This design comes from an exercise in tuning for small area, a short achievable clock period and few clock cycles on the open sky130 flow, not from production work. RTL that was checked went through simulation tests only; none was proved equivalent to the original.

== v6 ==
==> flow/design.v (excerpt) <==
module EUCLIDs_GCD #(parameter N = 32)(
    input [N-1:0] a,
    input [N-1:0] b,
    input clk,
    input rst,
    input start,
    output [N-1:0] out,
    output reg done
);
For scale: about 72 flip-flops, about 100 I/O pins, ~0.0069 mm2 of cells after synthesis.
==> module EUCLIDs_GCD, before the edit <==
module EUCLIDs_GCD #(parameter N = 32)(
    input [N-1:0] a,
    input [N-1:0] b,
    input clk,
    input rst,
    input start,
    output [N-1:0] out,
    output reg done
);
    reg [N-1:0] u, v;
    reg [4:0] k;
    reg run, fin;
    assign out = u;
    wire ue    = ~u[0];
    wire ve    = ~v[0];
    wire strip = ue & ve;
    wire swp0  = ue & ~ve;           
    wire [N-1:0] x = swp0 ? {N{1'b0}} : v;
    wire [N-1:0] y = ve   ? {N{1'b0}} : u;
    wire [N-1:0] p = x ^ ~y;
    wire [N-1:0] g = x & ~y;
    wire [N-1:0] G, P;
    localparam L = $clog2(N);
    wire [N-1:0] gl [0:L];
    wire [N-1:0] pl [0:L];
    assign gl[0] = g;
    assign pl[0] = p;
    genvar lv, i;
    generate for (lv = 0; lv < L; lv = lv + 1) begin : lvl
        for (i = 0; i < N; i = i + 1) begin : bit_
            if ((i >> lv) & 1) begin : op
                assign gl[lv+1][i] = gl[lv][i] | (pl[lv][i] & gl[lv][((i >> lv) << lv) - 1]);
                assign pl[lv+1][i] = pl[lv][i] & pl[lv][((i >> lv) << lv) - 1];
            end else begin : pass
                assign gl[lv+1][i] = gl[lv][i];
                assign pl[lv+1][i] = pl[lv][i];
            end
        end
    end endgenerate
    assign G = gl[L];
    assign P = pl[L];
    wire [N:0] c1 = {G | P, 1'b1};
    wire [N:0] c0 = {G, 1'b0};
    wire neg = ~c1[N];
    wire term = P[N-1] & ~swp0;
    wire [N-1:0] m = neg ? ~(p ^ c0[N-1:0]) : (p ^ c1[N-1:0]);
    wire [2:0]   z  = x[3:1] ^ y[3:1];
    wire [N-1:0] vn = (strip | z[0]) ? {1'b0, m[N-1:1]} :
                      z[1]           ? {2'b0, m[N-1:2]} :
                                       {3'b0, m[N-1:3]};
    wire fin_now = (run & term) | fin;
    wire k_low = (k[4:1] == 4'd0);
    always @(posedge clk or posedge rst) begin
        if (rst) begin
            run  <= 1'b0;
            fin  <= 1'b0;
            done <= 1'b0;
        end else begin
            done <= 1'b0;
            if (fin_now) begin
                run <= 1'b0;
                fin <= ~k_low;
                done <= k_low;
            end else if (!run) begin
                run <= start;
            end
        end
    end
    always @(posedge clk) begin
        if (fin_now) begin
            if (k != 5'd0) begin
                u <= {u[N-2:0], 1'b0};
                k <= k - 5'd1;
            end
        end else if (run) begin
            v <= vn;
            if (neg | swp0)
                u <= v;
            else if (strip)
                u <= {1'b0, u[N-1:1]};
            if (strip)
                k <= k + 5'd1;
        end else begin
            u <= a;
            v <= b;
            k <= 5'd0;
        end
    end
endmodule
clock: 6.0 ns
lec_check: 0
cap_margin: 20
core_margin: 2
core_utilization: 40
setup_slack_margin: 2.0
slew_margin: 20
run.sh (not shown) runs the stock make flow with config.mk's settings and CLKGATE_MAP_FILE= SYNTH_SCRIPT=/design/flow/synth_recipe.tcl, a recipe that flattens the netlist after the stock synthesis.
In summary, v6 completed successfully, with a layout that passed the timing, DRC and antenna checks.
The following lists how v7 was set up differently from v6:
==> flow/design.v, changed modules only <==
module EUCLIDs_GCD #(parameter N = 32)(
    input [N-1:0] a,
    input [N-1:0] b,
    input clk,
    input rst,
    input start,
    output [N-1:0] out,
    output reg done
);
    localparam W = N + 1;
    reg [N-1:0] u;
    reg [W-1:0] v;
    reg [4:0] k;
    reg run, fin;
    assign out = u;
    wire sv    = v[W-1];
    wire ue    = ~u[0];
    wire ve    = ~v[0];
    wire strip = ue & ve;            
    wire swp0  = ue & ~ve;           
    wire [W-1:0] x  = swp0 ? {W{1'b0}} : v;
    wire [W-1:0] ye = ve ? {W{1'b1}} : sv ? {1'b0, u[N-1:1], 1'b0} : ~{1'b0, u};
    wire [W-1:0] p = x ^ ye;
    wire [W-1:0] g = x & ye;
    localparam L = 5;                    
    wire [N-1:0] gl [0:L];
    wire [N-1:0] pl [0:L];
    assign gl[0] = g[N-1:0];
    assign pl[0] = p[N-1:0];
    genvar lv, i;
    generate for (lv = 0; lv < L; lv = lv + 1) begin : lvl
        for (i = 0; i < N; i = i + 1) begin : bt
            if ((i >> lv) & 1) begin : op
                assign gl[lv+1][i] = gl[lv][i] | (pl[lv][i] & gl[lv][((i >> lv) << lv) - 1]);
                assign pl[lv+1][i] = pl[lv][i] & pl[lv][((i >> lv) << lv) - 1];
            end else begin : pass
                assign gl[lv+1][i] = gl[lv][i];
                assign pl[lv+1][i] = pl[lv][i];
            end
        end
    end endgenerate
    wire [N-1:0] G = gl[L];
    wire [N-1:0] P = pl[L];
    wire [W-1:0] c = {G | P, 1'b1};      
    wire [W-1:0] w = p ^ c;
    wire term = P[N-1] & p[N] & ~swp0;
    wire swap = (w[W-1] ^ sv) | swp0;
    wire s1 = strip | ~p[1];
    wire s2 = ~s1 & ~p[2];
    wire s3 = ~s1 & p[2];
    wire [W-1:0] vn = ({W{s1}} & {{1{w[W-1]}}, w[W-1:1]}) | ({W{s2}} & {{2{w[W-1]}}, w[W-1:2]}) |
                      ({W{s3}} & {{3{w[W-1]}}, w[W-1:3]});
    wire [N-1:0] va = {v[N-1:1] ^ {(N-1){sv}}, 1'b1};
    wire fin_now = (run & term) | fin;
    wire k_low = (k[4:1] == 4'd0);
    always @(posedge clk or posedge rst) begin
        if (rst) begin
            run  <= 1'b0;
            fin  <= 1'b0;
            done <= 1'b0;
        end else begin
            done <= 1'b0;
            if (fin_now) begin
                run <= 1'b0;
                fin <= ~k_low;
                done <= k_low;
            end else if (!run) begin
                run <= start;
            end
        end
    end
    always @(posedge clk) begin
        v <= (run | fin) ? vn : {1'b0, b};
        if (fin_now) begin
            if (k != 5'd0) begin
                u <= {u[N-2:0], 1'b0};
                k <= k - 5'd1;
            end
        end else if (run) begin
            if (swap)
                u <= va;
            else if (strip)
                u <= {1'b0, u[N-1:1]};
            if (strip)
                k <= k + 5'd1;
        end else begin
            u <= a;
            k <= 5'd0;
        end
    end
endmodule
## What came out
In the flow results for v7 and v6, the share of the cycle needed by the critical path after routing is smaller on v7.
Re via count of the routed design: v7 and v6 aren't equal, and the higher value belongs to v6.
Of v7 and v6, the higher area taken by multi-input logic gates belongs to v6.
Share of flip-flops with an asynchronous set or reset essentially unchanged between v6 and v7.
Against v6, wire length of the first global-routing pass in v7 fell by a few percent.
Higher final critical-path required period among v7 and v6: v6
Global-route usage was higher in the run labelled v6.
The final reports for v7 and v6 show actual slew at the worst max-slew pin lower in the former.
Of the two values seen for cell with the largest stage delay on the worst path, sky130_fd_sc_hd__edfxtp_1 was produced by v6 and sky130_fd_sc_hd__dfxtp_1 by v7.
Wire length (v7 over v6): decrease, 2800 um
Diff v6 -> v7 | area growth from synthesis to layout | decrease of 11 points
Delta (v7 minus v6): cell depth of the worst setup path fell 3, post-route worst hold slack rose 12 ps, average size of a mapped cell fell about 10%.
Testbench counts of v7, summed over its fixed seeds: cycles 43,190.
For v6, only the layout was checked, not whether the RTL still works.

[static timing again, ports no longer ideal]
In the flow no input, the clock included, has a driving cell. The finished layouts below were timed again as built, in two steps. Step 1, drivers: a clkbuf_16 drives clk and a buf_2 each remaining input, both assumed. Step 2 adds t to the input delays and takes it off the output delays; t is the mean of the earliest and latest rising clock arrival at the registers after step 1. Input paths then give back, and output paths get back, about the clock's delay inside the block. a / b / c = ideal / step 1 / step 2; a / b = the first two.
run | shift t [ns] | slack for setup (ns) | hold slack, ns | worst setup path at the end | worst data-port slew with drivers (ns)
v6 | 0.394 | 1.930 / 1.930 / 1.930 | 0.616 / 0.616 / 0.616 | register to register | 0.04
v7 | 0.390 | 2.189 / 2.189 / 2.189 | 0.628 / 0.628 / 0.628 | register to register | 0.04
After both steps every run listed still meets setup and hold.
